Source: an optimization exercise on an open RTL-to-GDS flow (aim: small area and a short achievable clock period). Production flows keep margins and buffers that such runs may drop. Where RTL was checked, it was by simulation tests only, not by an equivalence proof against the original. Only the layout flow was run in run 1; the RTL was not checked for function there. Power is estimated from default activity; no workload was simulated.

==> flow/design.v <==
`timescale 1ns/1ps
module fp_mult (
    input  logic        clk,
    input  logic        load,
    input  logic        first,
    input  logic        store,
    input  logic [31:0] a,
    input  logic [31:0] b,
    output logic [31:0] result
);
    logic        sgn;        
    logic [7:0]  exp_a, exp_b;
    logic [22:0] man_a;
    logic [23:0] man_b;      
    logic        nz_b;       
    always @(posedge clk) begin
        if (load) begin
            sgn   <= a[31] ^ b[31];
            exp_a <= a[30:23];
            exp_b <= b[30:23];
            man_a <= a[22:0];
            man_b <= {1'b1, b[22:0]};
        end
        else begin
            man_b <= man_b >> 5;
        end
    end
    logic [4:0] digit;
    assign digit = man_b[4:0];
    always @(posedge clk)
        nz_b <= (first ? 1'b0 : nz_b) | (load ? |digit[2:0] : |digit);
    logic [25:0] acc_s, acc_c;
    logic        acc_e;
    logic [25:0] x;
    assign x = {1'b1, man_a, 2'b00};
    logic [25:0] ns, nc;
    logic        ne;
    fp_mult_step step (.x(x),
                       .d(digit),
                       .s(first ? 26'd0 : acc_s),
                       .c(first ? 26'd0 : acc_c),
                       .e(acc_e & ~first),
                       .ns(ns),
                       .nc(nc),
                       .ne(ne));
    always @(posedge clk) begin
        acc_s <= ns;
        acc_c <= nc;
        acc_e <= ne;
    end
    logic [7:0] e2;
    logic       s2, z2, e2_ff, e2_fe, e2_00;
    logic [7:0] e2n;
    assign e2n = exp_a + exp_b + 8'd129;
    always @(posedge clk) begin
        e2    <= e2n;
        e2_ff <= (e2n == 8'hFF);
        e2_fe <= (e2n == 8'hFE);
        e2_00 <= (e2n == 8'h00);
        s2    <= sgn;
        z2    <= (exp_a == 8'd0 && man_a == 23'd0) ||
                 (exp_b == 8'd0 && !nz_b && digit[2:0] == 3'd0);
    end
    logic [25:0] p;
    assign p = acc_s + acc_c + {25'd0, acc_e};
    logic [7:0]  e3;
    logic [22:0] m3;
    logic        ovf, unf;
    assign e3  = p[24] ? e2 + 8'd1 : e2;
    assign m3  = p[24] ? p[23:1] : p[22:0];
    assign ovf = p[24] ? e2_fe : e2_ff;
    assign unf = p[24] ? e2_ff : e2_00;
    always @(posedge clk) begin
        if (store) begin
            if (z2)
                result <= 32'd0;
            else if (ovf)
                result <= {s2, 8'hFF, 23'd0};
            else if (unf)
                result <= {s2, 8'h00, 23'd0};
            else
                result <= {s2, e3, m3};
        end
    end
endmodule
module fp_mult_step (
    input  logic [25:0] x,
    input  logic [4:0]  d,
    input  logic [25:0] s,
    input  logic [25:0] c,
    input  logic        e,
    output logic [25:0] ns,
    output logic [25:0] nc,
    output logic        ne
);
    logic [25:0] pp0;
    assign pp0 = x & {26{d[0]}};
    logic [25:0] pp1;
    assign pp1 = x & {26{d[1]}};
    logic [25:0] pp2;
    assign pp2 = x & {26{d[2]}};
    logic [25:0] pp3;
    assign pp3 = x & {26{d[3]}};
    logic [25:0] pp4;
    assign pp4 = x & {26{d[4]}};
    logic hs1;
    logic hc2;
    logic fs3;
    logic fc4;
    logic fs5;
    logic fc6;
    logic fs7;
    logic fc8;
    logic fs9;
    logic fc10;
    logic fs11;
    logic fc12;
    logic fs13;
    logic fc14;
    logic fs15;
    logic fc16;
    logic fs17;
    logic fc18;
    logic fs19;
    logic fc20;
    logic fs21;
    logic fc22;
    logic fs23;
    logic fc24;
    logic fs25;
    logic fc26;
    logic fs27;
    logic fc28;
    logic fs29;
    logic fc30;
    logic fs31;
    logic fc32;
    logic fs33;
    logic fc34;
    logic fs35;
    logic fc36;
    logic fs37;
    logic fc38;
    logic fs39;
    logic fc40;
    logic hs41;
    logic hc42;
    logic fs43;
    logic fc44;
    logic hs45;
    logic hc46;
    logic fs47;
    logic fc48;
    logic fs49;
    logic fc50;
    logic fs51;
    logic fc52;
    logic fs53;
    logic fc54;
    logic fs55;
    logic fc56;
    logic fs57;
    logic fc58;
    logic fs59;
    logic fc60;
    logic fs61;
    logic fc62;
    logic fs63;
    logic fc64;
    logic fs65;
    logic fc66;
    logic fs67;
    logic fc68;
    logic fs69;
    logic fc70;
    logic fs71;
    logic fc72;
    logic fs73;
    logic fc74;
    logic fs75;
    logic fc76;
    logic fs77;
    logic fc78;
    logic fs79;
    logic fc80;
    logic fs81;
    logic fc82;
    logic fs83;
    logic fc84;
    logic fs85;
    logic fc86;
    logic fs87;
    logic fc88;
    logic fs89;
    logic fc90;
    logic fs91;
    logic fc92;
    logic fs93;
    logic fc94;
    logic fs95;
    logic fc96;
    logic fs97;
    logic fc98;
    logic fs99;
    logic fc100;
    logic fs101;
    logic fc102;
    logic fs103;
    logic fc104;
    logic fs105;
    logic fc106;
    logic fs107;
    logic fc108;
    logic fs109;
    logic fc110;
    logic fs111;
    logic fc112;
    logic fs113;
    logic fc114;
    logic fs115;
    logic fc116;
    logic fs117;
    logic fc118;
    logic fs119;
    logic fc120;
    logic fs121;
    logic fc122;
    logic fs123;
    logic fc124;
    logic fs125;
    logic fc126;
    logic fs127;
    logic fc128;
    logic hs129;
    logic hc130;
    logic hs131;
    logic hc132;
    logic hs133;
    logic hc134;
    logic fs135;
    logic fc136;
    logic fs137;
    logic fc138;
    logic fs139;
    logic fc140;
    logic fs141;
    logic fc142;
    logic fs143;
    logic fc144;
    logic fs145;
    logic fc146;
    logic fs147;
    logic fc148;
    logic fs149;
    logic fc150;
    logic fs151;
    logic fc152;
    logic fs153;
    logic fc154;
    logic fs155;
    logic fc156;
    logic fs157;
    logic fc158;
    logic fs159;
    logic fc160;
    logic fs161;
    logic fc162;
    logic fs163;
    logic fc164;
    logic fs165;
    logic fc166;
    logic fs167;
    logic fc168;
    logic fs169;
    logic fc170;
    logic fs171;
    logic fc172;
    logic fs173;
    logic fc174;
    logic fs175;
    logic fc176;
    logic fs177;
    logic fc178;
    logic fs179;
    logic fc180;
    logic fs181;
    logic fc182;
    logic hs183;
    logic hc184;
    logic hs185;
    logic hc186;
    logic hs187;
    logic hc188;
    logic fs189;
    logic fc190;
    logic fs191;
    logic fc192;
    logic fs193;
    logic fc194;
    logic fs195;
    logic fc196;
    logic fs197;
    logic fc198;
    logic fs199;
    logic fc200;
    logic fs201;
    logic fc202;
    logic fs203;
    logic fc204;
    logic fs205;
    logic fc206;
    logic fs207;
    logic fc208;
    logic fs209;
    logic fc210;
    logic fs211;
    logic fc212;
    logic fs213;
    logic fc214;
    logic fs215;
    logic fc216;
    logic fs217;
    logic fc218;
    logic fs219;
    logic fc220;
    logic fs221;
    logic fc222;
    logic fs223;
    logic fc224;
    logic fs225;
    logic fc226;
    logic fs227;
    logic fc228;
    logic fs229;
    logic fc230;
    logic fs231;
    logic fc232;
    logic fs233;
    logic fc234;
    logic fs235;
    logic fc236;
    logic fs237;
    logic fc238;
    logic fs239;
    logic fc240;
    logic fs241;
    logic fc242;
    logic hs243;
    logic hc244;
    logic hs245;
    logic hc246;
    logic fs247;
    logic fc248;
    logic fs249;
    logic fc250;
    logic fs251;
    logic fc252;
    logic fs253;
    logic fc254;
    assign hs1 = s[6] ^ c[6];
    assign hc2 = s[6] & c[6];
    assign fs3 = s[7] ^ c[7] ^ pp0[7];
    assign fc4 = (s[7] & c[7]) | (s[7] & pp0[7]) | (c[7] & pp0[7]);
    assign fs5 = s[8] ^ c[8] ^ pp0[8];
    assign fc6 = (s[8] & c[8]) | (s[8] & pp0[8]) | (c[8] & pp0[8]);
    assign fs7 = s[9] ^ c[9] ^ pp0[9];
    assign fc8 = (s[9] & c[9]) | (s[9] & pp0[9]) | (c[9] & pp0[9]);
    assign fs9 = s[10] ^ c[10] ^ pp0[10];
    assign fc10 = (s[10] & c[10]) | (s[10] & pp0[10]) | (c[10] & pp0[10]);
    assign fs11 = s[11] ^ c[11] ^ pp0[11];
    assign fc12 = (s[11] & c[11]) | (s[11] & pp0[11]) | (c[11] & pp0[11]);
    assign fs13 = s[12] ^ c[12] ^ pp0[12];
    assign fc14 = (s[12] & c[12]) | (s[12] & pp0[12]) | (c[12] & pp0[12]);
    assign fs15 = s[13] ^ c[13] ^ pp0[13];
    assign fc16 = (s[13] & c[13]) | (s[13] & pp0[13]) | (c[13] & pp0[13]);
    assign fs17 = s[14] ^ c[14] ^ pp0[14];
    assign fc18 = (s[14] & c[14]) | (s[14] & pp0[14]) | (c[14] & pp0[14]);
    assign fs19 = s[15] ^ c[15] ^ pp0[15];
    assign fc20 = (s[15] & c[15]) | (s[15] & pp0[15]) | (c[15] & pp0[15]);
    assign fs21 = s[16] ^ c[16] ^ pp0[16];
    assign fc22 = (s[16] & c[16]) | (s[16] & pp0[16]) | (c[16] & pp0[16]);
    assign fs23 = s[17] ^ c[17] ^ pp0[17];
    assign fc24 = (s[17] & c[17]) | (s[17] & pp0[17]) | (c[17] & pp0[17]);
    assign fs25 = s[18] ^ c[18] ^ pp0[18];
    assign fc26 = (s[18] & c[18]) | (s[18] & pp0[18]) | (c[18] & pp0[18]);
    assign fs27 = s[19] ^ c[19] ^ pp0[19];
    assign fc28 = (s[19] & c[19]) | (s[19] & pp0[19]) | (c[19] & pp0[19]);
    assign fs29 = s[20] ^ c[20] ^ pp0[20];
    assign fc30 = (s[20] & c[20]) | (s[20] & pp0[20]) | (c[20] & pp0[20]);
    assign fs31 = s[21] ^ c[21] ^ pp0[21];
    assign fc32 = (s[21] & c[21]) | (s[21] & pp0[21]) | (c[21] & pp0[21]);
    assign fs33 = s[22] ^ c[22] ^ pp0[22];
    assign fc34 = (s[22] & c[22]) | (s[22] & pp0[22]) | (c[22] & pp0[22]);
    assign fs35 = s[23] ^ c[23] ^ pp0[23];
    assign fc36 = (s[23] & c[23]) | (s[23] & pp0[23]) | (c[23] & pp0[23]);
    assign fs37 = s[24] ^ c[24] ^ pp0[24];
    assign fc38 = (s[24] & c[24]) | (s[24] & pp0[24]) | (c[24] & pp0[24]);
    assign fs39 = s[25] ^ c[25] ^ pp0[25];
    assign fc40 = (s[25] & c[25]) | (s[25] & pp0[25]) | (c[25] & pp0[25]);
    assign hs41 = s[4] ^ c[4];
    assign hc42 = s[4] & c[4];
    assign fs43 = s[5] ^ c[5] ^ pp0[5];
    assign fc44 = (s[5] & c[5]) | (s[5] & pp0[5]) | (c[5] & pp0[5]);
    assign hs45 = pp1[4] ^ pp2[3];
    assign hc46 = pp1[4] & pp2[3];
    assign fs47 = hs1 ^ pp0[6] ^ pp1[5];
    assign fc48 = (hs1 & pp0[6]) | (hs1 & pp1[5]) | (pp0[6] & pp1[5]);
    assign fs49 = pp2[4] ^ pp3[3] ^ pp4[2];
    assign fc50 = (pp2[4] & pp3[3]) | (pp2[4] & pp4[2]) | (pp3[3] & pp4[2]);
    assign fs51 = fs3 ^ pp1[6] ^ pp2[5];
    assign fc52 = (fs3 & pp1[6]) | (fs3 & pp2[5]) | (pp1[6] & pp2[5]);
    assign fs53 = pp3[4] ^ pp4[3] ^ hc2;
    assign fc54 = (pp3[4] & pp4[3]) | (pp3[4] & hc2) | (pp4[3] & hc2);
    assign fs55 = fs5 ^ pp1[7] ^ pp2[6];
    assign fc56 = (fs5 & pp1[7]) | (fs5 & pp2[6]) | (pp1[7] & pp2[6]);
    assign fs57 = pp3[5] ^ pp4[4] ^ fc4;
    assign fc58 = (pp3[5] & pp4[4]) | (pp3[5] & fc4) | (pp4[4] & fc4);
    assign fs59 = fs7 ^ pp1[8] ^ pp2[7];
    assign fc60 = (fs7 & pp1[8]) | (fs7 & pp2[7]) | (pp1[8] & pp2[7]);
    assign fs61 = pp3[6] ^ pp4[5] ^ fc6;
    assign fc62 = (pp3[6] & pp4[5]) | (pp3[6] & fc6) | (pp4[5] & fc6);
    assign fs63 = fs9 ^ pp1[9] ^ pp2[8];
    assign fc64 = (fs9 & pp1[9]) | (fs9 & pp2[8]) | (pp1[9] & pp2[8]);
    assign fs65 = pp3[7] ^ pp4[6] ^ fc8;
    assign fc66 = (pp3[7] & pp4[6]) | (pp3[7] & fc8) | (pp4[6] & fc8);
    assign fs67 = fs11 ^ pp1[10] ^ pp2[9];
    assign fc68 = (fs11 & pp1[10]) | (fs11 & pp2[9]) | (pp1[10] & pp2[9]);
    assign fs69 = pp3[8] ^ pp4[7] ^ fc10;
    assign fc70 = (pp3[8] & pp4[7]) | (pp3[8] & fc10) | (pp4[7] & fc10);
    assign fs71 = fs13 ^ pp1[11] ^ pp2[10];
    assign fc72 = (fs13 & pp1[11]) | (fs13 & pp2[10]) | (pp1[11] & pp2[10]);
    assign fs73 = pp3[9] ^ pp4[8] ^ fc12;
    assign fc74 = (pp3[9] & pp4[8]) | (pp3[9] & fc12) | (pp4[8] & fc12);
    assign fs75 = fs15 ^ pp1[12] ^ pp2[11];
    assign fc76 = (fs15 & pp1[12]) | (fs15 & pp2[11]) | (pp1[12] & pp2[11]);
    assign fs77 = pp3[10] ^ pp4[9] ^ fc14;
    assign fc78 = (pp3[10] & pp4[9]) | (pp3[10] & fc14) | (pp4[9] & fc14);
    assign fs79 = fs17 ^ pp1[13] ^ pp2[12];
    assign fc80 = (fs17 & pp1[13]) | (fs17 & pp2[12]) | (pp1[13] & pp2[12]);
    assign fs81 = pp3[11] ^ pp4[10] ^ fc16;
    assign fc82 = (pp3[11] & pp4[10]) | (pp3[11] & fc16) | (pp4[10] & fc16);
    assign fs83 = fs19 ^ pp1[14] ^ pp2[13];
    assign fc84 = (fs19 & pp1[14]) | (fs19 & pp2[13]) | (pp1[14] & pp2[13]);
    assign fs85 = pp3[12] ^ pp4[11] ^ fc18;
    assign fc86 = (pp3[12] & pp4[11]) | (pp3[12] & fc18) | (pp4[11] & fc18);
    assign fs87 = fs21 ^ pp1[15] ^ pp2[14];
    assign fc88 = (fs21 & pp1[15]) | (fs21 & pp2[14]) | (pp1[15] & pp2[14]);
    assign fs89 = pp3[13] ^ pp4[12] ^ fc20;
    assign fc90 = (pp3[13] & pp4[12]) | (pp3[13] & fc20) | (pp4[12] & fc20);
    assign fs91 = fs23 ^ pp1[16] ^ pp2[15];
    assign fc92 = (fs23 & pp1[16]) | (fs23 & pp2[15]) | (pp1[16] & pp2[15]);
    assign fs93 = pp3[14] ^ pp4[13] ^ fc22;
    assign fc94 = (pp3[14] & pp4[13]) | (pp3[14] & fc22) | (pp4[13] & fc22);
    assign fs95 = fs25 ^ pp1[17] ^ pp2[16];
    assign fc96 = (fs25 & pp1[17]) | (fs25 & pp2[16]) | (pp1[17] & pp2[16]);
    assign fs97 = pp3[15] ^ pp4[14] ^ fc24;
    assign fc98 = (pp3[15] & pp4[14]) | (pp3[15] & fc24) | (pp4[14] & fc24);
    assign fs99 = fs27 ^ pp1[18] ^ pp2[17];
    assign fc100 = (fs27 & pp1[18]) | (fs27 & pp2[17]) | (pp1[18] & pp2[17]);
    assign fs101 = pp3[16] ^ pp4[15] ^ fc26;
    assign fc102 = (pp3[16] & pp4[15]) | (pp3[16] & fc26) | (pp4[15] & fc26);
    assign fs103 = fs29 ^ pp1[19] ^ pp2[18];
    assign fc104 = (fs29 & pp1[19]) | (fs29 & pp2[18]) | (pp1[19] & pp2[18]);
    assign fs105 = pp3[17] ^ pp4[16] ^ fc28;
    assign fc106 = (pp3[17] & pp4[16]) | (pp3[17] & fc28) | (pp4[16] & fc28);
    assign fs107 = fs31 ^ pp1[20] ^ pp2[19];
    assign fc108 = (fs31 & pp1[20]) | (fs31 & pp2[19]) | (pp1[20] & pp2[19]);
    assign fs109 = pp3[18] ^ pp4[17] ^ fc30;
    assign fc110 = (pp3[18] & pp4[17]) | (pp3[18] & fc30) | (pp4[17] & fc30);
    assign fs111 = fs33 ^ pp1[21] ^ pp2[20];
    assign fc112 = (fs33 & pp1[21]) | (fs33 & pp2[20]) | (pp1[21] & pp2[20]);
    assign fs113 = pp3[19] ^ pp4[18] ^ fc32;
    assign fc114 = (pp3[19] & pp4[18]) | (pp3[19] & fc32) | (pp4[18] & fc32);
    assign fs115 = fs35 ^ pp1[22] ^ pp2[21];
    assign fc116 = (fs35 & pp1[22]) | (fs35 & pp2[21]) | (pp1[22] & pp2[21]);
    assign fs117 = pp3[20] ^ pp4[19] ^ fc34;
    assign fc118 = (pp3[20] & pp4[19]) | (pp3[20] & fc34) | (pp4[19] & fc34);
    assign fs119 = fs37 ^ pp1[23] ^ pp2[22];
    assign fc120 = (fs37 & pp1[23]) | (fs37 & pp2[22]) | (pp1[23] & pp2[22]);
    assign fs121 = pp3[21] ^ pp4[20] ^ fc36;
    assign fc122 = (pp3[21] & pp4[20]) | (pp3[21] & fc36) | (pp4[20] & fc36);
    assign fs123 = fs39 ^ pp1[24] ^ pp2[23];
    assign fc124 = (fs39 & pp1[24]) | (fs39 & pp2[23]) | (pp1[24] & pp2[23]);
    assign fs125 = pp3[22] ^ pp4[21] ^ fc38;
    assign fc126 = (pp3[22] & pp4[21]) | (pp3[22] & fc38) | (pp4[21] & fc38);
    assign fs127 = pp1[25] ^ pp2[24] ^ pp3[23];
    assign fc128 = (pp1[25] & pp2[24]) | (pp1[25] & pp3[23]) | (pp2[24] & pp3[23]);
    assign hs129 = pp4[22] ^ fc40;
    assign hc130 = pp4[22] & fc40;
    assign hs131 = pp2[25] ^ pp3[24];
    assign hc132 = pp2[25] & pp3[24];
    assign hs133 = s[3] ^ c[3];
    assign hc134 = s[3] & c[3];
    assign fs135 = hs41 ^ pp0[4] ^ pp1[3];
    assign fc136 = (hs41 & pp0[4]) | (hs41 & pp1[3]) | (pp0[4] & pp1[3]);
    assign fs137 = fs43 ^ hs45 ^ pp3[2];
    assign fc138 = (fs43 & hs45) | (fs43 & pp3[2]) | (hs45 & pp3[2]);
    assign fs139 = fs47 ^ fs49 ^ fc44;
    assign fc140 = (fs47 & fs49) | (fs47 & fc44) | (fs49 & fc44);
    assign fs141 = fs51 ^ fs53 ^ fc48;
    assign fc142 = (fs51 & fs53) | (fs51 & fc48) | (fs53 & fc48);
    assign fs143 = fs55 ^ fs57 ^ fc52;
    assign fc144 = (fs55 & fs57) | (fs55 & fc52) | (fs57 & fc52);
    assign fs145 = fs59 ^ fs61 ^ fc56;
    assign fc146 = (fs59 & fs61) | (fs59 & fc56) | (fs61 & fc56);
    assign fs147 = fs63 ^ fs65 ^ fc60;
    assign fc148 = (fs63 & fs65) | (fs63 & fc60) | (fs65 & fc60);
    assign fs149 = fs67 ^ fs69 ^ fc64;
    assign fc150 = (fs67 & fs69) | (fs67 & fc64) | (fs69 & fc64);
    assign fs151 = fs71 ^ fs73 ^ fc68;
    assign fc152 = (fs71 & fs73) | (fs71 & fc68) | (fs73 & fc68);
    assign fs153 = fs75 ^ fs77 ^ fc72;
    assign fc154 = (fs75 & fs77) | (fs75 & fc72) | (fs77 & fc72);
    assign fs155 = fs79 ^ fs81 ^ fc76;
    assign fc156 = (fs79 & fs81) | (fs79 & fc76) | (fs81 & fc76);
    assign fs157 = fs83 ^ fs85 ^ fc80;
    assign fc158 = (fs83 & fs85) | (fs83 & fc80) | (fs85 & fc80);
    assign fs159 = fs87 ^ fs89 ^ fc84;
    assign fc160 = (fs87 & fs89) | (fs87 & fc84) | (fs89 & fc84);
    assign fs161 = fs91 ^ fs93 ^ fc88;
    assign fc162 = (fs91 & fs93) | (fs91 & fc88) | (fs93 & fc88);
    assign fs163 = fs95 ^ fs97 ^ fc92;
    assign fc164 = (fs95 & fs97) | (fs95 & fc92) | (fs97 & fc92);
    assign fs165 = fs99 ^ fs101 ^ fc96;
    assign fc166 = (fs99 & fs101) | (fs99 & fc96) | (fs101 & fc96);
    assign fs167 = fs103 ^ fs105 ^ fc100;
    assign fc168 = (fs103 & fs105) | (fs103 & fc100) | (fs105 & fc100);
    assign fs169 = fs107 ^ fs109 ^ fc104;
    assign fc170 = (fs107 & fs109) | (fs107 & fc104) | (fs109 & fc104);
    assign fs171 = fs111 ^ fs113 ^ fc108;
    assign fc172 = (fs111 & fs113) | (fs111 & fc108) | (fs113 & fc108);
    assign fs173 = fs115 ^ fs117 ^ fc112;
    assign fc174 = (fs115 & fs117) | (fs115 & fc112) | (fs117 & fc112);
    assign fs175 = fs119 ^ fs121 ^ fc116;
    assign fc176 = (fs119 & fs121) | (fs119 & fc116) | (fs121 & fc116);
    assign fs177 = fs123 ^ fs125 ^ fc120;
    assign fc178 = (fs123 & fs125) | (fs123 & fc120) | (fs125 & fc120);
    assign fs179 = fs127 ^ hs129 ^ fc124;
    assign fc180 = (fs127 & hs129) | (fs127 & fc124) | (hs129 & fc124);
    assign fs181 = hs131 ^ pp4[23] ^ fc128;
    assign fc182 = (hs131 & pp4[23]) | (hs131 & fc128) | (pp4[23] & fc128);
    assign hs183 = pp3[25] ^ pp4[24];
    assign hc184 = pp3[25] & pp4[24];
    assign hs185 = s[0] ^ c[0];
    assign hc186 = s[0] & c[0];
    assign hs187 = s[1] ^ c[1];
    assign hc188 = s[1] & c[1];
    assign fs189 = s[2] ^ c[2] ^ pp0[2];
    assign fc190 = (s[2] & c[2]) | (s[2] & pp0[2]) | (c[2] & pp0[2]);
    assign fs191 = hs133 ^ pp0[3] ^ pp1[2];
    assign fc192 = (hs133 & pp0[3]) | (hs133 & pp1[2]) | (pp0[3] & pp1[2]);
    assign fs193 = fs135 ^ pp2[2] ^ hc134;
    assign fc194 = (fs135 & pp2[2]) | (fs135 & hc134) | (pp2[2] & hc134);
    assign fs195 = fs137 ^ hc42 ^ fc136;
    assign fc196 = (fs137 & hc42) | (fs137 & fc136) | (hc42 & fc136);
    assign fs197 = fs139 ^ hc46 ^ fc138;
    assign fc198 = (fs139 & hc46) | (fs139 & fc138) | (hc46 & fc138);
    assign fs199 = fs141 ^ fc50 ^ fc140;
    assign fc200 = (fs141 & fc50) | (fs141 & fc140) | (fc50 & fc140);
    assign fs201 = fs143 ^ fc54 ^ fc142;
    assign fc202 = (fs143 & fc54) | (fs143 & fc142) | (fc54 & fc142);
    assign fs203 = fs145 ^ fc58 ^ fc144;
    assign fc204 = (fs145 & fc58) | (fs145 & fc144) | (fc58 & fc144);
    assign fs205 = fs147 ^ fc62 ^ fc146;
    assign fc206 = (fs147 & fc62) | (fs147 & fc146) | (fc62 & fc146);
    assign fs207 = fs149 ^ fc66 ^ fc148;
    assign fc208 = (fs149 & fc66) | (fs149 & fc148) | (fc66 & fc148);
    assign fs209 = fs151 ^ fc70 ^ fc150;
    assign fc210 = (fs151 & fc70) | (fs151 & fc150) | (fc70 & fc150);
    assign fs211 = fs153 ^ fc74 ^ fc152;
    assign fc212 = (fs153 & fc74) | (fs153 & fc152) | (fc74 & fc152);
    assign fs213 = fs155 ^ fc78 ^ fc154;
    assign fc214 = (fs155 & fc78) | (fs155 & fc154) | (fc78 & fc154);
    assign fs215 = fs157 ^ fc82 ^ fc156;
    assign fc216 = (fs157 & fc82) | (fs157 & fc156) | (fc82 & fc156);
    assign fs217 = fs159 ^ fc86 ^ fc158;
    assign fc218 = (fs159 & fc86) | (fs159 & fc158) | (fc86 & fc158);
    assign fs219 = fs161 ^ fc90 ^ fc160;
    assign fc220 = (fs161 & fc90) | (fs161 & fc160) | (fc90 & fc160);
    assign fs221 = fs163 ^ fc94 ^ fc162;
    assign fc222 = (fs163 & fc94) | (fs163 & fc162) | (fc94 & fc162);
    assign fs223 = fs165 ^ fc98 ^ fc164;
    assign fc224 = (fs165 & fc98) | (fs165 & fc164) | (fc98 & fc164);
    assign fs225 = fs167 ^ fc102 ^ fc166;
    assign fc226 = (fs167 & fc102) | (fs167 & fc166) | (fc102 & fc166);
    assign fs227 = fs169 ^ fc106 ^ fc168;
    assign fc228 = (fs169 & fc106) | (fs169 & fc168) | (fc106 & fc168);
    assign fs229 = fs171 ^ fc110 ^ fc170;
    assign fc230 = (fs171 & fc110) | (fs171 & fc170) | (fc110 & fc170);
    assign fs231 = fs173 ^ fc114 ^ fc172;
    assign fc232 = (fs173 & fc114) | (fs173 & fc172) | (fc114 & fc172);
    assign fs233 = fs175 ^ fc118 ^ fc174;
    assign fc234 = (fs175 & fc118) | (fs175 & fc174) | (fc118 & fc174);
    assign fs235 = fs177 ^ fc122 ^ fc176;
    assign fc236 = (fs177 & fc122) | (fs177 & fc176) | (fc122 & fc176);
    assign fs237 = fs179 ^ fc126 ^ fc178;
    assign fc238 = (fs179 & fc126) | (fs179 & fc178) | (fc126 & fc178);
    assign fs239 = fs181 ^ hc130 ^ fc180;
    assign fc240 = (fs181 & hc130) | (fs181 & fc180) | (hc130 & fc180);
    assign fs241 = hs183 ^ hc132 ^ fc182;
    assign fc242 = (hs183 & hc132) | (hs183 & fc182) | (hc132 & fc182);
    assign hs243 = pp4[25] ^ hc184;
    assign hc244 = pp4[25] & hc184;
    assign hs245 = hs185 ^ e;
    assign hc246 = hs185 & e;
    assign fs247 = hs187 ^ hc186 ^ hc246;
    assign fc248 = (hs187 & hc186) | (hs187 & hc246) | (hc186 & hc246);
    assign fs249 = fs189 ^ hc188 ^ fc248;
    assign fc250 = (fs189 & hc188) | (fs189 & fc248) | (hc188 & fc248);
    assign fs251 = fs191 ^ fc190 ^ fc250;
    assign fc252 = (fs191 & fc190) | (fs191 & fc250) | (fc190 & fc250);
    assign fs253 = fs193 ^ fc192 ^ fc252;
    assign fc254 = (fs193 & fc192) | (fs193 & fc252) | (fc192 & fc252);
    assign ns[0] = fs195;
    assign nc[0] = fc194;
    assign ns[1] = fs197;
    assign nc[1] = fc196;
    assign ns[2] = fs199;
    assign nc[2] = fc198;
    assign ns[3] = fs201;
    assign nc[3] = fc200;
    assign ns[4] = fs203;
    assign nc[4] = fc202;
    assign ns[5] = fs205;
    assign nc[5] = fc204;
    assign ns[6] = fs207;
    assign nc[6] = fc206;
    assign ns[7] = fs209;
    assign nc[7] = fc208;
    assign ns[8] = fs211;
    assign nc[8] = fc210;
    assign ns[9] = fs213;
    assign nc[9] = fc212;
    assign ns[10] = fs215;
    assign nc[10] = fc214;
    assign ns[11] = fs217;
    assign nc[11] = fc216;
    assign ns[12] = fs219;
    assign nc[12] = fc218;
    assign ns[13] = fs221;
    assign nc[13] = fc220;
    assign ns[14] = fs223;
    assign nc[14] = fc222;
    assign ns[15] = fs225;
    assign nc[15] = fc224;
    assign ns[16] = fs227;
    assign nc[16] = fc226;
    assign ns[17] = fs229;
    assign nc[17] = fc228;
    assign ns[18] = fs231;
    assign nc[18] = fc230;
    assign ns[19] = fs233;
    assign nc[19] = fc232;
    assign ns[20] = fs235;
    assign nc[20] = fc234;
    assign ns[21] = fs237;
    assign nc[21] = fc236;
    assign ns[22] = fs239;
    assign nc[22] = fc238;
    assign ns[23] = fs241;
    assign nc[23] = fc240;
    assign ns[24] = hs243;
    assign nc[24] = fc242;
    assign ns[25] = hc244;
    assign nc[25] = 1'b0;
    assign ne = fc254;
endmodule
`timescale 1ns/1ps
module fp_add (
    input  logic        clk,
    input  logic        rst,
    input  logic        add,
    input  logic        update,
    input  logic        run,
    input  logic [31:0] b,
    output logic [31:0] sum
);
    logic [31:0] a;
    assign a = sum;
    logic za, zb;
    always @(posedge clk) begin
        za <= (a[30:0] == 31'd0);
        zb <= (b[30:23] == 8'd0);
    end
    logic       swap;
    logic [4:0] shamt;
    logic [8:0] diff;
    logic [7:0] mag;
    assign diff = {1'b0, a[30:23]} - {1'b0, b[30:23]};
    assign mag  = diff[8] ? -diff[7:0] : diff[7:0];
    always @(posedge clk) begin
        swap  <= diff[8];
        shamt <= (mag[7:5] != 3'd0) ? 5'd31 : mag[4:0];
    end
    logic [23:0] man_a, man_b, major, minor;
    assign man_a = {~za, a[22:0]};
    assign man_b = {~zb, b[22:0]};
    assign major = swap ? man_b : man_a;
    assign minor = swap ? man_a : man_b;
    logic        larger;     
    logic        s_sgn;
    logic [7:0]  s_exp;
    logic [24:0] s_man;
    always @(posedge clk) begin
        if (add) begin
            s_sgn <= (za && zb) ? 1'b0 : (larger ? a[31] : b[31]);
            s_exp <= swap ? b[30:23] : a[30:23];
            s_man <= {1'b0, major} + {1'b0, minor >> shamt};
        end
    end
    always @(posedge clk or negedge rst) begin
        if (!rst)
            larger <= 1'b0;
        else if (add && run)
            larger <= (a[30:0] > b[30:0]);
    end
    logic norm;
    assign norm = s_man[24] && !s_man[23] && (s_exp != 8'd0);
    always @(posedge clk or negedge rst) begin
        if (!rst)
            sum <= 32'd0;
        else if (update)
            sum <= {s_sgn, s_exp + {7'd0, norm}, norm ? s_man[23:1] : s_man[22:0]};
    end
endmodule
`timescale 1ns/1ps
module PE (
    input clk,
    input rst,
    input logic [31:0] PE_in_a,
    input logic [31:0] PE_in_b,
    output logic [31:0] PE_out_r
);
    logic [4:0] pm;      
    logic [5:0] pa;      
    logic       run;     
    always @(posedge clk or negedge rst) begin
        if (!rst) begin
            pm  <= 5'b00001;
            pa  <= 6'b000001;
            run <= 1'b0;
        end
        else begin
            pm <= {pm[3:0], pm[4]};
            pa <= {pa[4:0], pa[5]};
            if (pa[5])
                run <= 1'b1;
        end
    end
    logic [31:0] prod;
    fp_mult uut_1 (.clk(clk),
                   .load(pm[0]),
                   .first(pm[1]),
                   .store(pm[1] & ~pa[2]),
                   .a(PE_in_a),
                   .b(PE_in_b),
                   .result(prod));
    fp_add uut_2 (.clk(clk),
                  .rst(rst),
                  .add(pa[3]),
                  .update(pa[5] & run),
                  .run(run),
                  .b(prod),
                  .sum(PE_out_r));
endmodule
==> flow/flow/run.sh <==
#!/bin/bash
set -euo pipefail
bash standard.sh finish SETUP_SLACK_MARGIN=8 > flow.log 2>&1
==> flow/standard.sh <==
#!/bin/bash
# synth_recipe.tcl (not shown) runs the flow's synth.tcl, then flattens the netlist and writes it again
# the make line also repeats each setting of config.mk as NAME=value (left out here)
make -C /OpenROAD-flow-scripts/flow DESIGN_CONFIG=/design/flow/config.mk WORK_HOME=/design/flow/orfs CLKGATE_MAP_FILE= SYNTH_SCRIPT=/design/flow/synth_recipe.tcl "${@:-finish}"
==> flow/config.mk <==
export PLATFORM = sky130hd
export DESIGN_NAME = PE
export DESIGN_NICKNAME = PE
export VERILOG_FILES = /design/flow/design.v
export SDC_FILE = /design/flow/constraint.sdc
export NUM_CORES = 4
export LEC_CHECK = 0
export CAP_MARGIN = 20
export CORE_MARGIN = 2
export CORE_UTILIZATION = 40
export SLEW_MARGIN = 20
==> flow/constraint.sdc <==
create_clock -name core_clock -period 12.0 [get_ports {clk}]
set_input_delay 2.4000 -clock core_clock [delete_from_list [all_inputs] [get_ports {clk}]]
set_output_delay 2.4000 -clock core_clock [all_outputs]
set_load 0.01 [all_outputs]
==> out/results.txt, run 1 <==
Status - complete, no violations
DRC violations left - 0
Remaining Overflow, GRT - 0
Die height - 212 um
Area delta synth->final - 20.2%
Worst-path cell chain - buf_12 -> buf_12 -> mux4_2 -> nand2_1 -> nand2_1 -> mux2i_1 -> mux2_4 -> o22ai_1 -> ha_1 -> nor2b_2 -> o31a_1 -> nor4_2 -> nor2_2 -> a41oi_2 -> a21oi_2 -> a31oi_2 -> nor2b_4 -> xnor2_1
Psw - 372 uW
Pwr Density - 84.9 mW/mm2
Skew-Pair Late Insertion Delay - 0.58 ns
Sequential power share - 49.7%
Slowest CP cell - mux4_2
Sink Count - 249
Ys async rst share - 18.1%
Peak VDD IR - 0.0955 mV
Final core utilization - 48.5%
Clock share of power - 48.9%
Worst R2R Path Depth - 18
Ys flop type - edfxtp_1
Cell with the most instances after synthesis - nand2_1
Flop2flop setup slack - 7.94 ns
Internal power - 1.40 mW
Comb pwr share - 1.4%
Hold Buf Count CTS - 0
Slew headroom - 8.04%
Total core area - 0.0430 mm2
Root Driver - clkbuf_16
RePlAce Congestion - 0.914
Via count - 12746
Met2 Use GR - 32.7%
Share of cells above drive strength 1 - 16.1%
Synth Instances - 1717
Die W - 212 um
Fmax achieved - 246 MHz
Seq cells post-synth - 249
CP Max Fanout - 6
Final Max Slew Viols - 0
Clock Tree Buf Depth - 3
Worst min path class - register to register
ANT nets after route - 0
DPL Wire Length - 30.5 mm
RSZ-0062 raised after global routing - yes
Clock slew at reported path FFs - 0.06 ns
Crit path launch - uut_2.shamt[0]$_SDFF_PP1_
# IOs - 98
Largest net degree at the start of global routing - 67
R2R Path End - uut_2.s_man[20]$_DFFE_PP_
Synth top area cells - edfxtp_1, fa_1, dfxtp_1
Met3 Usage GRT - 2.41%
Net Sw Frac - 21.0%
Synthesized net count - 2006
Global route hottest layer - met2
Yosys Warn Count - 3
Critical Path Sink - uut_2.s_man[20]$_DFFE_PP_
DR iter-0 viols - 753
Largest area contributor in the netlist - edfxtp_1
Layout Nets - 2150
Max Cap Viol - 0
Clk_skew - 0.00994 ns
Critical path class - register to register
Initial antenna violation count - 1
CTS tree - done
Final min period - 4.06 ns
Grt met1 use - 25.9%
Starting Density - 40.4%
# diodes - 0
Cell area after synthesis - 0.0174 mm2
Row count - 76
Period Utilization, post-route - 33.9%
WL/cell - 17.2 um
CP arrival - 4.39 ns
Gr usage total - 19.2%
Post-synth top cells - nand2_1, inv_1, fa_1
Synth unique cells - 67
First-pass GRT wire length - 68.3 mm
Final WL - 42.6 mm
H-Tree Depth - 1
Crit Reg-Reg Startpoint - uut_2.shamt[0]$_SDFF_PP1_
Drt first pass iters - 5
CP Data Required Time - 12.33 ns
Critical Path Sink Type - register
Port Buffers - 97
Post-synth top area share - 18.3%
Seq/Total Area, Yosys - 36.1%
Final Hold Viols - 0
Worst Hold Slack - 0.342 ns
Setup TNS - 0 ns
Worst slew pin tran - 1.37 ns
CTS Buf Count - 29
Slowest stage delay, CP - 0.54 ns
Startpoint Class - register
Vias/cell - 5.16
Static Leakage - 9.32 nW
Vias in the first global route - 12814
DIE AREA - 0.0451 mm2
# setup viols final - 0
EDFF count, synth - 106
Post-Syn Area per Cell - 10.1 um2
[worst max-delay path: cells and delay by family (launching register included)]
family | cells | cell delay (ns)
XOR/XNOR | 1 | 0.07
buffers and inverters | 2 | 0.24
AND/OR/NAND/NOR | 6 | 0.83
flip-flops | 1 | 0.36
AO/OA/AOI/OAI | 5 | 1.00
adder cells (fa/ha/maj) | 1 | 0.37
multiplexers | 3 | 0.94
[cell families after synthesis]
| group | Yosys count | share of synthesized area (%) |
|---|---|---|
| AO/OA/AOI/OAI | 261 | 9.43 |
| flip-flops | 249 | 36.1 |
| adder cells (fa/ha/maj) | 227 | 21.3 |
| multiplexers | 124 | 9.25 |
| AND/OR/NAND/NOR | 529 | 14.6 |
| buffers and inverters | 257 | 5.63 |
| XOR/XNOR | 70 | 3.64 |
[per-layer routing]
| metal | wire length [um] | vias to the layer above |
|---|---|---|
| met5 | 0 | - |
| met4 | 1100 | 0 |
| met3 | 1900 | 63 |
| met2 | 20500 | 289 |
| met1 | 19100 | 6247 |
| li1 | - | 6147 |
[registers in the layout (all words and copies together), names as in the netlist, 5 cells and up]
| register | cells |
|---|---|
| uut_2.s_exp | 8 |
| uut_2.shamt | 5 |
| pa | 6 |
| uut_1.man_a | 23 |
| uut_2.sum | 32 |
| uut_1.man_b | 24 |
| uut_2.s_man | 25 |
| pm | 5 |
| uut_1.e2 | 8 |
| uut_1.exp_b | 8 |
| uut_1.exp_a | 8 |
| uut_1.acc_s | 26 |
| uut_1.result | 32 |
| uut_1.acc_c | 25 |
[layout by cell type (no fill, tap or decap), drive strengths merged, types with 7 or more instances in the layout]
cell type,n
inv,193
nand2,193
fa,116
a21oi,112
ha,107
edfxtp,106
nor2,103
dfxtp,98
clkdlybuf4s50,86
buf,78
nor2b,68
mux2,62
xnor2,47
dfrtp,43
and2,42
mux2i,39
clkbuf,37
o21ai,37
nor3,28
xor2,25
mux4,23
a21o,22
nor4,21
nand3,20
a211oi,20
nand4,19
nand2b,13
clkinv,11
o22ai,9
o21a,8
and3,8
o211ai,7
o21bai,7
a31oi,7
[repair_timing]
action	4_1_cts	5_1_grt
buffers inserted	52	13
cloned	4	1
endpoints found under the hold margin	0	0
setup endpoints to repair	76	29
gates resized for setup	69	44
pin swaps	10	24
[worst min path at each step]
stage	to	from	depth (start not counted)
after CTS	uut_1.s2$_DFF_P_	uut_1.sgn$_DFFE_PP_	0
after global routing	pa[2]$_DFF_PN0_	pa[1]$_DFF_PN0_	0
after global placement	uut_1.s2$_DFF_P_	uut_1.sgn$_DFFE_PP_	0
after detailed placement	uut_1.s2$_DFF_P_	uut_1.sgn$_DFFE_PP_	0
final	uut_1.s2$_DFF_P_	uut_1.sgn$_DFFE_PP_	0
after floorplan	uut_1.s2$_DFF_P_	uut_1.sgn$_DFFE_PP_	0
[stage by stage]
step	setup WS, ns	instance area, um2	power [mW]	instances
final	7.94	20900	1.77	2469
after global routing	7.78	20900	1.83	2469
after CTS	7.96	20600	1.80	2454
after detailed placement	6.79	18900	0.923	2344
after global placement	6.90	18900	0.922	2344
after floorplan	7.98	17400	0.899	1717
[layout make-up]
class,count,area [um2]
fill,4030,22100
multi-input combinational,1213,10400
sequential,249,6320
timing repair buffer,176,1790
clock buffer,37,776
tap,585,732
inverter,192,726
clock inverter,17,154
[power by group through the flow]
stage	sequential (mW)	clock (mW)	combinational, mW
floorplan	0.898	0	0.000248
global placement	0.898	0	0.0242
detailed placement	0.898	0	0.0246
CTS	0.880	0.893	0.0246
global route	0.879	0.924	0.0263
finish	0.880	0.867	0.0241
==> run 2: changes to the inputs <==
--- a/flow/design.v
+++ b/flow/design.v
@@ -696,6 +696,4 @@
     assign man_a = {~za, a[22:0]};
     assign man_b = {~zb, b[22:0]};
-    assign major = swap ? man_b : man_a;
-    assign minor = swap ? man_a : man_b;
     logic        larger;     
     logic        s_sgn;
@@ -703,10 +701,13 @@
     logic [24:0] s_man;
     always @(posedge clk) begin
+        major <= swap ? man_b : man_a;
+        minor <= (swap ? man_a : man_b) >> shamt;
         if (add) begin
             s_sgn <= (za && zb) ? 1'b0 : (larger ? a[31] : b[31]);
             s_exp <= swap ? b[30:23] : a[30:23];
-            s_man <= {1'b0, major} + {1'b0, minor >> shamt};
         end
     end
+    always @(posedge clk)
+        s_man <= {1'b0, major} + {1'b0, minor};
     always @(posedge clk or negedge rst) begin
         if (!rst)
==> flow/flow/run.sh (replaced) <==
#!/bin/bash
set -euo pipefail
bash standard.sh finish SETUP_SLACK_MARGIN=8.5 > flow.log 2>&1
==> run 2 against run 1 <==
Still clean. Die area is 5.1% higher. Synthesized cell count up 2.7%. Final area up 2.3%. Global-route usage down 0.99 points. Utilization down 1.3 points. Wire length shrank 1.4%. Sequential share of layout area grew 2.6 points. Clock-buffer cell count up 15. Worst setup slack better by 0.52 ns. Highest routed layer unchanged.
==> out/results.txt, run 2 <==
Hold Buf Count CTS - 0 (unchanged)
Post-synth top area share - 18.7% (was 18.3%)
Sink Count - 297 (was 249)
Via count - 12795 (was 12746)
CP Max Fanout - 2 (was 6)
Slew headroom - 26.5% (was 8.04%)
Status - complete, no violations (unchanged)
Slowest stage delay, CP - 0.46 ns (was 0.54 ns)
Synthesized net count - 2052 (was 2006)
Area delta synth->final - 16.8% (was 20.2%)
Clk_skew - 0.0183 ns (was 0.00994 ns)
Clock Tree Buf Depth - 3 (unchanged)
First-pass GRT wire length - 68.4 mm (was 68.3 mm)
Setup TNS - 0 ns (unchanged)
Comb pwr share - 1.2% (was 1.4%)
Peak VDD IR - 0.0949 mV (was 0.0955 mV)
Largest net degree at the start of global routing - 67 (unchanged)
H-Tree Depth - 2 (was 1)
Yosys Warn Count - 3 (unchanged)
Fill count - 4221 (was 4030)
Period Utilization, post-route - 29.5% (was 33.9%)
RePlAce Congestion - 0.878 (was 0.914)
Critical Path Sink - PE_out_r[7] (was uut_2.s_man[20]$_DFFE_PP_)
Ys flop type - dfxtp_1 (was edfxtp_1)
Layout Nets - 2171 (was 2150)
Die W - 218 um (was 212 um)
Largest area contributor in the netlist - dfxtp_1 (was edfxtp_1)
Total power - 2.12 mW (was 1.77 mW)
Clock slew at reported path FFs - 0.06 ns (about the same)
Final Hold Viols - 0 (unchanged)
Commonest non-fill, non-tap cell in the layout - inv_1 (unchanged)
Static Leakage - 9.74 nW (was 9.32 nW)
Share of cells above drive strength 1 - 14.5% (was 16.1%)
ANT nets after route - 0 (unchanged)
Flop2flop setup slack - 8.71 ns (was 7.94 ns)
Gr usage total - 18.2% (was 19.2%)
DPL Wire Length - 31.4 mm (was 30.5 mm)
Initial antenna violation count - 0 (was 1)
Worst-path cell chain - buf_6 (was buf_12 -> buf_12 -> mux4_2 -> nand2_1 -> nand2_1 -> mux2i_1 -> mux2_4 -> o22ai_1 -> ha_1 -> nor2b_2 -> o31a_1 -> nor4_2 -> nor2_2 -> a41oi_2 -> a21oi_2 -> a31oi_2 -> nor2b_4 -> xnor2_1)
Slowest CP cell - dfrtp_2 (was mux4_2)
Cell area after synthesis - 0.0183 mm2 (was 0.0174 mm2)
Remaining Overflow, GRT - 0 (unchanged)
Internal power - 1.68 mW (was 1.40 mW)
Seq cells post-synth - 297 (was 249)
# IOs - 98 (unchanged)
Critical path class - register to output port (was register to register)
Final WL - 42.0 mm (was 42.6 mm)
CTS tree - done (unchanged)
RSZ-0062 raised after global routing - yes (unchanged)
CTS Buf Count - 36 (was 29)
Post-Syn Area per Cell - 10.4 um2 (was 10.1 um2)
Final core utilization - 47.2% (was 48.5%)
R2R Path End - uut_1.result[19]$_SDFFCE_PP0P_ (was uut_2.s_man[20]$_DFFE_PP_)
Cells after DPL - 2408 (was 2344)
Synth Instances - 1763 (was 1717)
Critical Path Stages - 1 (was 18)
Vias in the first global route - 13310 (was 12814)
Fin worst setup slack - 8.46 ns (was 7.94 ns)
Starting Density - 40.4% (about the same)
# diodes - 0 (unchanged)
Vias/cell - 5.10 (was 5.16)
Drt first pass iters - 5 (unchanged)
Worst min path class - register to register (unchanged)
Crit path launch - uut_2.sum[7]$_DFFE_PN0P_ (was uut_2.shamt[0]$_SDFF_PP1_)
Top Registers - uut_1.result: 32 flops, uut_2.sum: 32 flops, uut_1.acc_s: 26 flops (unchanged)
Die height - 218 um (was 212 um)
Startpoint Class - register (unchanged)
Row count - 78 (was 76)
Root Driver - clkbuf_16 (unchanged)
Synth unique cells - 72 (was 67)
Seq/Total Area, Yosys - 38.2% (was 36.1%)
Cell with the most instances after synthesis - inv_1 (was nand2_1)
CP arrival - 1.14 ns (was 4.39 ns)
Critical Path Sink Type - output port (was register)
Sequential power share - 48.5% (was 49.7%)
# setup viols final - 0 (unchanged)
CP Buf/Inv Count - 1 (was 2)
Port Buffers - 97 (unchanged)
Max Cap Viol - 0 (unchanged)
Most frequent cells in the layout - inv_1, dfxtp_1, nor2_1, fa_1, nand2_1 (was inv_1, nand2_1, fa_1)
Pwr Density - 99.4 mW/mm2 (was 84.9 mW/mm2)
Fmax achieved - 282 MHz (was 246 MHz)
Final Non-Filler Cells - 2507 (was 2469)
DR iter-0 viols - 768 (was 753)
Ys async rst share - 15.2% (was 18.1%)
CP Data Required Time - 9.60 ns (was 12.33 ns)
Clock share of power - 50.3% (was 48.9%)
Skew-Pair Late Insertion Delay - 0.54 ns (was 0.58 ns)
Net Sw Frac - 20.6% (was 21.0%)
Synth top area cells - dfxtp_1, edfxtp_1, fa_1 (was edfxtp_1, fa_1, dfxtp_1)
Family with the most delay on the worst path - flip-flops (was compound AO/OA/AOI/OAI gates)
DP Worst Slack - 8.11 ns (was 6.79 ns)
DIE AREA - 0.0474 mm2 (was 0.0451 mm2)
Psw - 436 uW (was 372 uW)
Worst slew pin tran - 1.10 ns (was 1.37 ns)
Final min period - 3.54 ns (was 4.06 ns)
Final Max Slew Viols - 0 (unchanged)
EDFF count, synth - 81 (was 106)
Worst R2R Path Depth - 13 (was 18)
WL/cell - 16.7 um (was 17.2 um)
Total core area - 0.0452 mm2 (was 0.0430 mm2)
Crit Reg-Reg Startpoint - uut_1.acc_e$_DFF_P_ (was uut_2.shamt[0]$_SDFF_PP1_)
DRC violations left - 0 (unchanged)
Post-synth top cells - inv_1, dfxtp_1, fa_1, nor2_1, nand2_1 (was nand2_1, inv_1, fa_1)
==> run 2: changes by cell type in the layout (fill, tap and decap cells not counted), sizes merged, moves of 13 or more <==
cell | previous run | this run
clkbuf | 37 | 52
nand2 | 193 | 113
o21ai | 37 | 63
edfxtp | 106 | 81
a21o | 22 | 36
a21oi | 112 | 92
and2 | 42 | 84
dfxtp | 98 | 171
clkdlybuf4s50 | 86 | 64
mux2i | 39 | 52
nor2 | 103 | 117
==> run 2: power by group through the flow <==
| stage | Clock (mW) | Combinational (mW) | Sequential (mW) |
|---|---|---|---|
| global route | 1.14 | 0.0269 | 1.03 |
| finish | 1.07 | 0.0248 | 1.03 |
| floorplan | 0 | 0.000248 | 1.05 |
| global placement | 0 | 0.0250 | 1.05 |
| detailed placement | 0 | 0.0253 | 1.05 |
| CTS | 1.10 | 0.0254 | 1.03 |
==> run 2: worst min path at each step <==
stage	start	to	slack (ns)	cells past startpoint
floorplan	uut_1.sgn$_DFFE_PP_	uut_1.s2$_DFF_P_	0.32	0
global placement	uut_1.sgn$_DFFE_PP_	uut_1.s2$_DFF_P_	0.33	0
detailed placement	uut_1.sgn$_DFFE_PP_	uut_1.s2$_DFF_P_	0.33	0
CTS	uut_1.sgn$_DFFE_PP_	uut_1.s2$_DFF_P_	0.34	0
global route	pm[2]$_DFF_PN0_	pm[3]$_DFF_PN0_	0.36	0
finish	uut_1.sgn$_DFFE_PP_	uut_1.s2$_DFF_P_	0.34	0
==> run 2: logic make-up (layout without fill, tap and decap cells) <==
group,Yosys count,count (layout),synth area share [%]
AOI/OAI and AO/OA,274,276,9.46
xor gates and xnor gates,63,63,3.06
adders and majority gates,227,227,20.3
buffers and inverters,261,403,5.49
DFF,297,297,38.2
muxes,134,134,9.26
and+or+nand+nor,507,507,14.3
==> run 2: final cells by class <==
| cell class | instances | area [um2] | share of cell area, % |
|---|---|---|---|
| Sequential cell | 297 | 7020 | 32.9 |
| Inverter | 200 | 751 | 3.52 |
| Clock buffer | 52 | 1060 | 4.98 |
| Timing Repair Buffer | 140 | 1300 | 6.10 |
| Tap cell | 600 | 751 | 3.52 |
| Multi-Input combinational cell | 1207 | 10400 | 48.5 |
| Clock inverter | 11 | 90.1 | 0.422 |
==> run 2: metrics by stage <==
stage                     area, um2  hold slack, ns
after global routing          21300           0.359
after global placement        19800           0.329
after detailed placement      19800           0.328
after floorplan               18300           0.323
final                         21300           0.339
after CTS                     21200           0.342
==> run 2: repair_timing <==
action	4_1_cts	5_1_grt
gates resized for setup	180	9
pin swaps	0	1
endpoints found under the setup margin	68	72
setup buffers	31	3
endpoints found under the hold margin	0	0
cloned	0	2
==> run 2: metal layers <==
metal	share of wire [%]	global-route usage [%]	wire, um	vias to the layer above
met1	44	23.0	18500	6195
met3	3.8	2.78	1590	97
li1	-	-	-	6246
met2	47	30.2	19900	257
met5	0	0	0	-
met4	4.7	9.34	1970	0
==> run 3: changes to the inputs <==
==> flow/flow/run.sh (replaced) <==
#!/bin/bash
set -euo pipefail
bash standard.sh finish SETUP_SLACK_MARGIN=8.5 "BUFFER_PORTS_ARGS=-buffer_cell sky130_fd_sc_hd__buf_2" > flow.log 2>&1
--- a/flow/config.mk
+++ b/flow/config.mk
@@ -9,3 +9,5 @@
 export CORE_MARGIN = 2
 export CORE_UTILIZATION = 40
+export CTS_CLUSTER_DIAMETER = 80
+export CTS_CLUSTER_SIZE = 24
 export SLEW_MARGIN = 20
==> run 3 against run 2 <==
Utilization decreased by 1.4 points. Worst hold slack gained 0.013 ns. Synthesized cell count did not move. Synthesized area is the same. Fmax down 0.97%. Non-clock buffer count is 2 higher. Clock power is 22% lower. Clock skew rose by 0.0013 ns. Clock-buffer cell count decreased by 21. Die area did not move. Sequential power barely moved. Global-route usage fell by 1.2 points.
==> out/results.txt, run 3 <==
Status - complete, no violations (unchanged)
Worst-path cell chain - buf_6 -> buf_6 (was buf_6)
Final Max Slew Viols - 0 (unchanged)
Gr usage total - 17.0% (was 18.2%)
Post-synth top area share - 18.7% (unchanged)
Post-Syn Area per Cell - 10.4 um2 (unchanged)
Slowest CP cell - dfrtp_1 (was dfrtp_2)
Peak VDD IR - 0.105 mV (was 0.0949 mV)
Hold Buf Count CTS - 0 (unchanged)
Cells after DPL - 2406 (was 2408)
Top Registers - uut_1.result: 32 flops, uut_2.sum: 32 flops, uut_1.acc_s: 26 flops (unchanged)
Share of cells above drive strength 1 - 17.2% (was 14.5%)
Slowest stage delay, CP - 0.38 ns (was 0.46 ns)
EDFF count, synth - 81 (unchanged)
Yosys Warn Count - 3 (unchanged)
Setup TNS - 0 ns (unchanged)
Post-synth top cells - inv_1, dfxtp_1, fa_1, nor2_1, nand2_1 (unchanged)
Cell area after synthesis - 0.0183 mm2 (unchanged)
Via count - 12549 (was 12795)
Drt first pass iters - 5 (unchanged)
DR iter-0 viols - 632 (was 768)
Final Non-Filler Cells - 2490 (was 2507)
Final WL - 39.4 mm (was 42.0 mm)
Total core area - 0.0452 mm2 (unchanged)
Seq cells post-synth - 297 (unchanged)
Worst min path class - register to register (unchanged)
Family with the most delay on the worst path - flip-flops (unchanged)
DR WL met3 - 1.03 mm (was 1.59 mm)
DPL Wire Length - 29.9 mm (was 31.4 mm)
Worst slew pin tran - 1.06 ns (was 1.10 ns)
Period Utilization, post-route - 29.8% (was 29.5%)
Synth unique cells - 72 (unchanged)
Port Buffers - 97 (unchanged)
Most Frequent Cell on Critical Path - buf_6
Routed met1 length - 18.3 mm (was 18.5 mm)
WL/cell - 15.8 um (was 16.7 um)
Synth top area cells - dfxtp_1, edfxtp_1, fa_1 (unchanged)
Max Cap Viol - 0 (unchanged)
WL met2 - 18.9 mm (was 19.9 mm)
CP Buf/Inv Count - 2 (was 1)
Area delta synth->final - 13.4% (was 16.8%)
Top routing layer in use - met4 (unchanged)
Ys flop type - dfxtp_1 (unchanged)
Final Hold Viols - 0 (unchanged)
CTS Buf Count - 24 (was 36)
Fmax achieved - 279 MHz (was 282 MHz)
Fin area - 0.0207 mm2 (was 0.0213 mm2)
Critical path class - register to output port (unchanged)
CTS tree - done (unchanged)
Ys async rst share - 15.2% (unchanged)
Vias/cell - 5.04 (was 5.10)
Vias in the first global route - 12951 (was 13310)
DRC violations left - 0 (unchanged)
Clock Tree Buf Depth - 3 (unchanged)
CP arrival - 1.18 ns (was 1.14 ns)
Commonest non-fill, non-tap cell in the layout - inv_1 (unchanged)
H-Tree Depth - 1 (was 2)
Initial antenna violation count - 0 (unchanged)
Skew-Pair Late Insertion Delay - 0.55 ns (was 0.54 ns)
First-pass GRT wire length - 65.4 mm (was 68.4 mm)
Final core utilization - 45.9% (was 47.2%)
RePlAce Congestion - 0.892 (was 0.878)
Slew headroom - 29.5% (was 26.5%)
Seq/Total Area, Yosys - 38.2% (unchanged)
Static Leakage - 9.59 nW (was 9.74 nW)
CP Max Fanout - 2 (unchanged)
RSZ-0062 raised after global routing - yes (unchanged)
Clk_skew - 0.0196 ns (was 0.0183 ns)
DIE AREA - 0.0474 mm2 (unchanged)
Die height - 218 um (unchanged)
Cell with the most instances after synthesis - inv_1 (unchanged)
Die W - 218 um (unchanged)
Startpoint Class - register (unchanged)
ANT nets after route - 0 (unchanged)
Final min period - 3.58 ns (was 3.54 ns)
Pwr Density - 90.6 mW/mm2 (was 99.4 mW/mm2)
# IOs - 98 (unchanged)
Critical Path Sink Type - output port (unchanged)
Root Driver - clkbuf_16 (unchanged)
Starting Density - 40.4% (unchanged)
# setup viols final - 0 (unchanged)
Row count - 78 (unchanged)
CP Data Required Time - 9.60 ns (about the same)
Largest net degree at the start of global routing - 67 (unchanged)
Placed cell area - 0.0193 mm2 (was 0.0198 mm2)
Layout Nets - 2161 (was 2171)
Sink Count - 297 (unchanged)
Synthesized net count - 2052 (unchanged)
Synth Instances - 1763 (unchanged)
Clock slew at reported path FFs - 0.09 ns (was 0.06 ns)
# diodes - 0 (unchanged)
Most frequent cells in the layout - inv_1, dfxtp_1, nor2_1, fa_1, nand2_1 (unchanged)
Largest area contributor in the netlist - dfxtp_1 (unchanged)
Remaining Overflow, GRT - 0 (unchanged)
==> run 3: cell counts after synthesis <==
Identical to the previous run, type by type.
==> run 3: layout make-up <==
| class | instances | area, um2 |
|---|---|---|
| fillers | 4178 | 24500 |
| flip-flops and latches | 297 | 7020 |
| clock inverters | 13 | 166 |
| inverters | 200 | 751 |
| clock buffers | 31 | 672 |
| well taps | 600 | 751 |
| multi-input cells | 1207 | 10300 |
| repair buffers | 142 | 1020 |
==> run 3: cell families after synthesis <==
family | share of synthesized area, %
AO/OA/AOI/OAI | 9.46
multiplexers | 9.26
AND/OR/NAND/NOR | 14.3
flip-flops | 38.2
buffers and inverters | 5.49
XOR/XNOR | 3.06
adder cells (fa/ha/maj) | 20.3
==> run 3: final timing paths <==
check                                               from                        end  slack [ns]  depth (start not counted)
worst max-delay path            uut_2.sum[7]$_DFFE_PN0P_                PE_out_r[7]        8.42                          2
worst min-delay path                 uut_1.sgn$_DFFE_PP_           uut_1.s2$_DFF_P_        0.35                          0
worst max register to register           pm[1]$_DFF_PN0_    uut_1.acc_s[12]$_DFF_P_        8.74                          8
worst min register to register       uut_1.sgn$_DFFE_PP_           uut_1.s2$_DFF_P_        0.35                          0
max in group asynchronous                            rst   uut_2.sum[3]$_DFFE_PN0P_        9.58                          2
min in group asynchronous                            rst  uut_2.sum[28]$_DFFE_PN0P_        1.95                          2
==> run 3: worst reg2reg max path, delay by kind of cell, from the launching register on <==
family | cells | cell delay [ns]
DFF | 1 | 0.39
adders and majority gates | 4 | 2.05
buffers and inverters | 3 | 0.34
and+or+nand+nor | 1 | 0.35
==> run 3: routing by layer <==
| layer | up-vias | track usage, % |
|---|---|---|
| met4 | 0 | 5.05 |
| li1 | 6209 | - |
| met2 | 183 | 29.3 |
| met5 | - | 0 |
| met1 | 6088 | 22.2 |
| met3 | 69 | 2.01 |
==> run 3: repair_timing <==
item | CTS | global route
setup endpoints to repair | 51 | 82
setup buffers | 32 | 6
gates resized for setup | 55 | 6
pin swaps | 0 | 1
cloned | 0 | 2
==> run 3: stage by stage <==
step | power [mW] | hold WS, ns | setup WS (ns)
after floorplan | 1.05 | 0.323 | 8.81
after global placement | 1.06 | 0.330 | 8.27
after detailed placement | 1.06 | 0.334 | 8.25
after CTS | 1.91 | 0.356 | 8.38
after global routing | 1.94 | 0.363 | 8.38
final | 1.88 | 0.352 | 8.42
==> run 3: power breakdown <==
part	internal [mW]	switching (mW)
combinational	0.00764	0.00601
clock	0.422	0.415
sequential	1.03	0
==> run 4: changes to the inputs <==
--- a/flow/config.mk
+++ b/flow/config.mk
@@ -9,5 +9,6 @@
 export CORE_MARGIN = 2
 export CORE_UTILIZATION = 40
-export CTS_CLUSTER_DIAMETER = 80
-export CTS_CLUSTER_SIZE = 24
+export CTS_BUF_LIST = sky130_fd_sc_hd__clkbuf_8
+export CTS_CLUSTER_DIAMETER = 60
+export CTS_CLUSTER_SIZE = 16
 export SLEW_MARGIN = 20
==> run 4 against run 3 <==
Still clean on timing, DRC and antenna. Sequential share of layout area increased by 0.18 points. Via count increased by 0.53%. Sequential cell count unchanged. Synthesized area unchanged. Utilization decreased by 0.24 points. First-iteration DRC count decreased by 12%. Power decreased by 4.6%. Clock skew increased by 0.013 ns. Clock-buffer cell count unchanged. Critical path type unchanged. Largest cell class unchanged. Largest power group unchanged. Highest routed layer unchanged.
==> out/results.txt, run 4 <==
Final min period - 3.69 ns (was 3.58 ns)
Psw - 422 uW (was 421 uW)
Sequential power share - 57.4% (was 54.7%)
Synthesized net count - 2052 (unchanged)
CP Data Required Time - 9.60 ns (about the same)
Final Hold Viols - 0 (unchanged)
Top Registers - uut_1.result: 32 flops, uut_2.sum: 32 flops, uut_1.acc_s: 26 flops (unchanged)
Port Buffers - 97 (unchanged)
Post-Syn Area per Cell - 10.4 um2 (unchanged)
Seq cells post-synth - 297 (unchanged)
Crit Reg-Reg Startpoint - uut_1.acc_e$_DFF_P_ (was pm[1]$_DFF_PN0_)
Final core utilization - 45.6% (was 45.9%)
Clock slew at reported path FFs - 0.10 ns (was 0.09 ns)
Via count - 12615 (was 12549)
CTS tree - done (unchanged)
Sequential Area - 0.00702 mm2 (unchanged)
RSZ-0062 raised after global routing - yes (unchanged)
Sink Count - 297 (unchanged)
# setup viols final - 0 (unchanged)
CP Max Fanout - 2 (unchanged)
Fill count - 4229 (was 4178)
Ys flop type - dfxtp_1 (unchanged)
# diodes - 0 (unchanged)
Seq/Total Area, Yosys - 38.2% (unchanged)
Peak VDD IR - 0.0898 mV (was 0.105 mV)
Gr usage total - 17.0% (about the same)
Startpoint Class - register (unchanged)
CTS Buf Count - 31 (was 24)
First-pass GRT wire length - 65.5 mm (was 65.4 mm)
Most frequent cells in the layout - inv_1, dfxtp_1, nor2_1, fa_1, nand2_1 (unchanged)
Critical Path Sink Type - output port (unchanged)
Yosys Warn Count - 3 (unchanged)
Ys async rst share - 15.2% (unchanged)
Layout Nets - 2169 (was 2161)
Die height - 218 um (unchanged)
Initial antenna violation count - 0 (unchanged)
Net Sw Frac - 23.6% (was 22.4%)
Setup TNS - 0 ns (unchanged)
EDFF count, synth - 81 (unchanged)
Total core area - 0.0452 mm2 (unchanged)
Critical path class - register to output port (unchanged)
Internal power - 1.37 mW (was 1.46 mW)
Fin worst setup slack - 8.31 ns (was 8.42 ns)
RePlAce Congestion - 0.892 (unchanged)
Synth Instances - 1763 (unchanged)
Flop2flop setup slack - 8.72 ns (was 8.74 ns)
Share of cells above drive strength 1 - 17.8% (was 17.2%)
Commonest non-fill, non-tap cell in the layout - inv_1 (unchanged)
Largest area contributor in the netlist - dfxtp_1 (unchanged)
Period Utilization, post-route - 30.8% (was 29.8%)
Root Driver - clkbuf_8 (was clkbuf_16)
# IOs - 98 (unchanged)
DP Worst Slack - 8.25 ns (unchanged)
CP arrival - 1.29 ns (was 1.18 ns)
WL/cell - 15.8 um (about the same)
DRC violations left - 0 (unchanged)
Row count - 78 (unchanged)
WHS Path Cells - 0 (unchanged)
Synth unique cells - 72 (unchanged)
Synth top area cells - dfxtp_1, edfxtp_1, fa_1 (unchanged)
Hold EP - uut_1.s2$_DFF_P_ (unchanged)
Skew-Pair Late Insertion Delay - 0.66 ns (was 0.55 ns)
ANT nets after route - 0 (unchanged)
Drt first pass iters - 5 (unchanged)
Final WL - 39.6 mm (was 39.4 mm)
Final Non-Filler Cells - 2505 (was 2490)
Worst slew pin tran - 1.05 ns (was 1.06 ns)
Area delta synth->final - 12.8% (was 13.4%)
Comb pwr share - 0.8% (was 0.7%)
DIE AREA - 0.0474 mm2 (unchanged)
Total power - 1.79 mW (was 1.88 mW)
Status - complete, no violations (unchanged)
Clock Tree Buf Depth - 3 (unchanged)
DR iter-0 viols - 559 (was 632)
Clk_skew - 0.0325 ns (was 0.0196 ns)
Cells after DPL - 2406 (unchanged)
Footprint of the multi-input gates - 0.0103 mm2 (about the same)
Remaining Overflow, GRT - 0 (unchanged)
H-Tree Depth - 1 (unchanged)
Post-synth top area share - 18.7% (unchanged)
Worst R2R Path Depth - 14 (was 8)
Worst min path class - register to register (unchanged)
Largest net degree at the start of global routing - 67 (unchanged)
DPL Wire Length - 29.9 mm (unchanged)
Pwr Density - 86.8 mW/mm2 (was 90.6 mW/mm2)
Max Cap Viol - 0 (unchanged)
Vias in the first global route - 12972 (was 12951)
R2R Path End - uut_1.result[30]$_SDFFCE_PP0P_ (was uut_1.acc_s[12]$_DFF_P_)
Clock share of power - 41.9% (was 44.6%)
Fmax achieved - 271 MHz (was 279 MHz)
Vias/cell - 5.04 (about the same)
Die W - 218 um (unchanged)
Slew headroom - 30.0% (was 29.5%)
Cell area after synthesis - 0.0183 mm2 (unchanged)
Starting Density - 40.4% (unchanged)
Cell with the most instances after synthesis - inv_1 (unchanged)
Static Leakage - 9.57 nW (was 9.59 nW)
Hold Startpoint - uut_1.sgn$_DFFE_PP_ (unchanged)
Post-synth top cells - inv_1, dfxtp_1, fa_1, nor2_1, nand2_1 (unchanged)
Final Max Slew Viols - 0 (unchanged)
==> run 4: cell counts after synthesis <==
Identical to the previous run, type by type.
==> run 4: metrics by stage <==
| stage | hold slack, ns | area, um2 |
|---|---|---|
| final | 0.352 | 20600 |
| after global routing | 0.369 | 20600 |
| after CTS | 0.356 | 20500 |
| after detailed placement | 0.334 | 19300 |
| after global placement | 0.330 | 19300 |
| after floorplan | 0.323 | 18300 |
==> run 4: cell type report <==
cell class / count / share of cell area, %
inverters: 200 / 3.64
clock buffers: 31 / 2.07
multi-input cells: 1207 / 50.2
well taps: 600 / 3.64
flip-flops and latches: 297 / 34.1
clock inverters: 27 / 1.41
repair buffers: 143 / 4.98
==> run 4: power by group through the flow <==
stage,clock network [mW],logic [mW],registers (mW)
after floorplan,0,0.000248,1.05
after global placement,0,0.0139,1.05
after detailed placement,0,0.0143,1.05
after CTS,0.779,0.0144,1.03
after global routing,0.814,0.0156,1.03
final,0.750,0.0137,1.03
==> run 4: timing repair <==
item | CTS | global route
pin swaps | 0 | 2
hold buffers | 0 | 0
setup endpoints to repair | 52 | 86
endpoints found under the hold margin | 0 | 0
cloned | 0 | 2
setup buffers | 32 | 7
resized for setup | 57 | 5
==> run 4: cell families (layout without fill, tap and decap cells) <==
group / count (synthesis) / in the layout / share of synthesized area [%]
mux: 134 / 134 / 9.26
fa+ha+maj: 227 / 227 / 20.3
buf+inv: 261 / 401 / 5.49
flops: 297 / 297 / 38.2
compound gates: 274 / 276 / 9.46
xor+xnor: 63 / 63 / 3.06
simple gates: 507 / 507 / 14.3
==> run 4: critical path: stages, from the launching register on <==
cell	delay, ns
dfrtp_1	0.39
buf_6	0.14
buf_6	0.12
==> run 4: routing by layer <==
layer	vias to the layer above	track usage, %	share of wire (%)
li1	6228	-	-
met1	6080	22.1	46
met2	233	29.5	48
met3	74	2.09	3.1
met4	0	5.39	3.2
met5	-	0	0
==> run 4: worst max path at each step <==
| stage | start | to | slack, ns |
|---|---|---|---|
| 6_report | uut_2.sum[7]$_DFFE_PN0P_ | PE_out_r[7] | 8.31 |
| 5_1_grt | uut_2.sum[7]$_DFFE_PN0P_ | PE_out_r[7] | 8.26 |
| 4_1_cts | uut_2.sum[7]$_DFFE_PN0P_ | PE_out_r[7] | 8.24 |
| 3_5_place_dp | uut_1.acc_c[0]$_DFF_P_ | uut_1.result[5]$_SDFFCE_PP0P_ | 8.25 |
| 3_3_place_gp | uut_1.acc_c[0]$_DFF_P_ | uut_1.result[0]$_SDFFCE_PP0P_ | 8.27 |
| 2_1_floorplan | pm[1]$_DFF_PN0_ | uut_1.acc_s[2]$_DFF_P_ | 8.81 |

## afterwards: timing with drivers on the ports
The results above use ideal ports. As a check the final layouts listed here were re-extracted and re-timed, cells and wires unchanged.
Step 1 sets driving cells, clkbuf_16 on the clock port and buf_2 on the other inputs (assumed; they add their load-dependent delay and slew).
Step 2 also shifts input and output timing later by t, the mid clock arrival at the registers, as if the neighbouring blocks saw the same clock.
a / b / c = no drivers / after step 1 / after step 2; a / b = the first two.
run	t (ns)	setup WS [ns]
run 1	0.635	7.936 / 7.936 / 7.936
run 2	0.587	8.456 / 8.402 / 8.713
run 3	0.594	8.421 / 8.368 / 8.737
run 4	0.695	8.308 / 8.257 / 8.722
After both steps setup and hold are still met in every run listed.
